Context: an optimization exercise on an open-source flow, tuned for small area. The choices shown serve that exercise and are no tape-out recipe. Where RTL was checked, it was by simulation tests only, not by an equivalence proof against the original. Power figures rest on the tool's default switching activity, not on a simulated workload.

// led_matrix_soc
module led_matrix_soc (
	input  wire         clk,
	input  wire         rst,
	output wire         mm_waitrequest,
	output wire [31:0]  mm_readdata,
	output wire         mm_readdatavalid,
	input  wire [31:0]  mm_writedata,
	input  wire [9:0]   mm_address,
	input  wire         mm_write,
	input  wire         mm_read,
	output wire [28:0]  sdram_address,
	input  wire         sdram_waitrequest,
	input  wire [63:0]  sdram_readdata,
	input  wire         sdram_readdatavalid,
	output wire         sdram_read,
	output wire [7:0]   sdram_burstcount,
	output wire [9:0]   ram_address,
	output wire [47:0]  ram_data,
	output wire         ram_wren,
	input  wire [47:0]  ram_q,
	output wire         r0,
	output wire         g0,
	output wire         b0,
	output wire         r1,
	output wire         g1,
	output wire         b1,
	output wire         r2,
	output wire         g2,
	output wire         b2,
	output wire         r3,
	output wire         g3,
	output wire         b3,
	output wire [2:0]   a,
	output wire         blank,
	output wire         sclk,
	output wire         latch
);
Settings: LEC_CHECK=0, CAP_MARGIN=20, CORE_MARGIN=2, CORE_UTILIZATION=65, CTS_BUF_LIST=sky130_fd_sc_hd__clkbuf_16, CTS_CLUSTER_DIAMETER=200, CTS_CLUSTER_SIZE=25, SLEW_MARGIN=20; clock period 5.0 ns.
standard.sh (not shown) runs the stock make flow with config.mk's settings and CLKGATE_MAP_FILE= SYNTH_SCRIPT=/design/flow/synth_recipe.tcl, a recipe that flattens the netlist after the stock synthesis.
==> flow/flow/run.sh <==
#!/bin/bash
# The standard layout (the standard.sh, standard synthesis unchanged),
# with each port buffered by the smallest buffer cell instead of the
# default clkdlybuf4s50_1.
set -euo pipefail
bash standard.sh "BUFFER_PORTS_ARGS=-buffer_cell sky130_fd_sc_hd__buf_1" finish > flow_standard.log 2>&1
The baseline completed with no timing, DRC or antenna violations.
==> next run, changes <==
CTS_CLUSTER_DIAMETER = 300   (was 200)
CTS_CLUSTER_SIZE = 20   (was 25)
Result: Setup slack is worse by 42 ps. Cell area goes up by 0.74%. Cell count goes up by 0.43%. Routed wire length goes up by 1.5%. Clock-buffer cell count goes up by 5. Combinational power hardly moves. Core utilization goes up by 0.54 points. First-iteration DRC count goes down by 11%. Global-route usage goes up by 0.33 points.
==> next run, changes <==
CORE_UTILIZATION = 80   (was 65)
CTS_CLUSTER_DIAMETER = 100   (was 300)
CTS_CLUSTER_SIZE = 25   (was 20)
Result: Routed wire length rises by 26%. Utilization came out higher by 17 points. Synthesized area stays the same. First-iteration DRC count came out higher by 86%. Setup slack gets worse by 51 ps. Cell area goes down by 1.0%. Via count rises by 16%.
No functional check of the RTL was part of any run of this note.

---

led_matrix_soc, a different RTL version from the one above (not shown whole).
Size: about 410 flip-flops, ~310 I/O pins, ~16000 um^2 of cells after synthesis.
// led_matrix_soc
module led_matrix_soc (
	input  wire         clk,
	input  wire         rst,
	output wire         mm_waitrequest,
	output wire [31:0]  mm_readdata,
	output wire         mm_readdatavalid,
	input  wire [31:0]  mm_writedata,
	input  wire [9:0]   mm_address,
	input  wire         mm_write,
	input  wire         mm_read,
	output wire [28:0]  sdram_address,
	input  wire         sdram_waitrequest,
	input  wire [63:0]  sdram_readdata,
	input  wire         sdram_readdatavalid,
	output wire         sdram_read,
	output wire [7:0]   sdram_burstcount,
	output wire [9:0]   ram_address,
	output wire [47:0]  ram_data,
	output wire         ram_wren,
	input  wire [47:0]  ram_q,
	output wire         r0,
	output wire         g0,
	output wire         b0,
	output wire         r1,
	output wire         g1,
	output wire         b1,
	output wire         r2,
	output wire         g2,
	output wire         b2,
	output wire         r3,
	output wire         g3,
	output wire         b3,
	output wire [2:0]   a,
	output wire         blank,
	output wire         sclk,
	output wire         latch
);
==> flow/config.mk <==
export PLATFORM = sky130hd
export DESIGN_NAME = led_matrix_soc
export DESIGN_NICKNAME = led_matrix_soc
export VERILOG_FILES = /design/flow/design.v
export SDC_FILE = /design/flow/constraint.sdc
export NUM_CORES = 4
export LEC_CHECK = 0
export CAP_MARGIN = 20
export CORE_MARGIN = 2
export CORE_UTILIZATION = 65
export CTS_BUF_LIST = sky130_fd_sc_hd__clkbuf_8
export CTS_CLUSTER_DIAMETER = 100
export CTS_CLUSTER_SIZE = 15
export SLEW_MARGIN = 20
==> flow/constraint.sdc <==
create_clock -name core_clock -period 5.0 [get_ports {clk}]
set_input_delay 1.0000 -clock core_clock [delete_from_list [all_inputs] [get_ports {clk}]]
set_output_delay 1.0000 -clock core_clock [all_outputs]
set_load 0.01 [all_outputs]
==> flow/flow/run.sh <==
#!/bin/bash
# The standard layout (the standard.sh, standard synthesis unchanged),
# with each port buffered by the smallest buffer cell instead of the
# default clkdlybuf4s50_1, and cells on paths with slack to spare sized
# down after global routing (ORFS's RECOVER_POWER step).
set -euo pipefail
bash standard.sh "BUFFER_PORTS_ARGS=-buffer_cell sky130_fd_sc_hd__buf_1" RECOVER_POWER=100 finish > flow_standard.log 2>&1
The first run ran to the end with violations: capacitance limit, slew limit.
Change:
==> flow/run.sh (new file) <==
#!/bin/bash
# synth_recipe.tcl (not shown) runs the flow's synth.tcl, then flattens the netlist and writes it again
# the make line also repeats each setting of config.mk as NAME=value (left out here)
make -C /OpenROAD-flow-scripts/flow DESIGN_CONFIG=/design/flow/config.mk WORK_HOME=/design/flow/orfs CLKGATE_MAP_FILE= SYNTH_SCRIPT=/design/flow/synth_recipe.tcl finish
removed: flow/flow/run.sh
removed: flow/standard.sh
What happened: The new run ran to the end with no violations. Global-route usage went up by 1.2 points. Final area rises by about 10%. Core utilization rises by 7.8 points.

---

RTL: one of the versions met above, not the one the previous note started from.
For scale: roughly 1,300 cells after synthesis, ~310 I/O pins, roughly 17,000 um2 of cells after synthesis.
clock: 5.0 ns
lec_check: 0
cap_margin: 20
core_margin: 2
core_utilization: 65
cts_buf_list: sky130_fd_sc_hd__clkbuf_16
cts_cluster_diameter: 60
cts_cluster_size: 40
slew_margin: 20
==> flow/flow/run.sh <==
#!/bin/bash
# The standard layout (the standard.sh, standard synthesis unchanged),
# with each port buffered by the smallest buffer cell instead of the
# default clkdlybuf4s50_1.
set -euo pipefail
bash standard.sh "BUFFER_PORTS_ARGS=-buffer_cell sky130_fd_sc_hd__buf_1" finish > flow_standard.log 2>&1
Edit:
- CTS_CLUSTER_DIAMETER: 60 -> 50
- CTS_CLUSTER_SIZE: 40 -> 30
Global-route usage goes up by 0.33 points; worst setup slack improved by 0.083 ns; design area rose by 1.2%; worst hold slack gets better by 0.028 ns; die area is unchanged; non-clock buffer count is unchanged; final cell count is higher by 0.64%; via count came out higher by 1.1%; power increases by 5.9%.
Edit:
- CTS_CLUSTER_DIAMETER: 50 -> 100
- CTS_CLUSTER_SIZE: 30 -> 25
What happened:
- final area shrinks by 3.5%
- total power drops by 15%
- routed wire length went down by 2.2%
- area after synthesis does not change
- sequential power barely changes
- non-clock buffer count stays the same
Function was not checked in any run of this note: the RTL went through the layout flow alone.

[static timing again, ports no longer ideal]
The results above use ideal ports. As a check the final layouts listed here were re-extracted and re-timed, cells and wires unchanged. Step 1 sets driving cells, clkbuf_16 on the clock port and buf_2 on the other inputs (assumed; they add their load-dependent delay and slew). Step 2 also shifts input and output timing later by t, the mid clock arrival at the registers, as if the neighbouring blocks saw the same clock. a / b / c = no drivers / after step 1 / after step 2; a / b = the first two.
| run | t (ns) | setup slack, ns | worst register clock-pin slew, ns | worst slew at a driven data input, ns | pins driven straight from the clock port |
|---|---|---|---|---|---|
| the first run of note 1 | 0.589 | 1.263 / 1.213 / 1.424 | 0.11 / 0.11 | 0.05 | 1 |
| the second run of note 1 | 0.591 | 1.220 / 1.171 / 1.417 | 0.09 / 0.09 | 0.05 | 1 |
| the third run of note 1 | 0.589 | 1.169 / 1.118 / 1.350 | 0.11 / 0.11 | 0.08 | 1 |
| the first run of note 2 | 0.639 | 0.769 / 0.782 / 0.142 | 0.10 / 0.10 | 0.05 | 1 |
| the second run of note 2 | 0.647 | 1.127 / 1.127 / 1.127 | 0.10 / 0.10 | 0.05 | 1 |
| the first run of note 3 | 0.629 | 1.211 / 1.163 / 1.440 | 0.11 / 0.11 | 0.05 | 1 |
| the second run of note 3 | 0.576 | 1.294 / 1.247 / 1.430 | 0.10 / 0.10 | 0.05 | 1 |
| the third run of note 3 | 0.584 | 1.260 / 1.214 / 1.440 | 0.11 / 0.11 | 0.05 | 1 |
For the first run of note 2, which loses most, drivers alone change the setup slack by +0.013 ns; drivers and shift together by -0.627 ns.
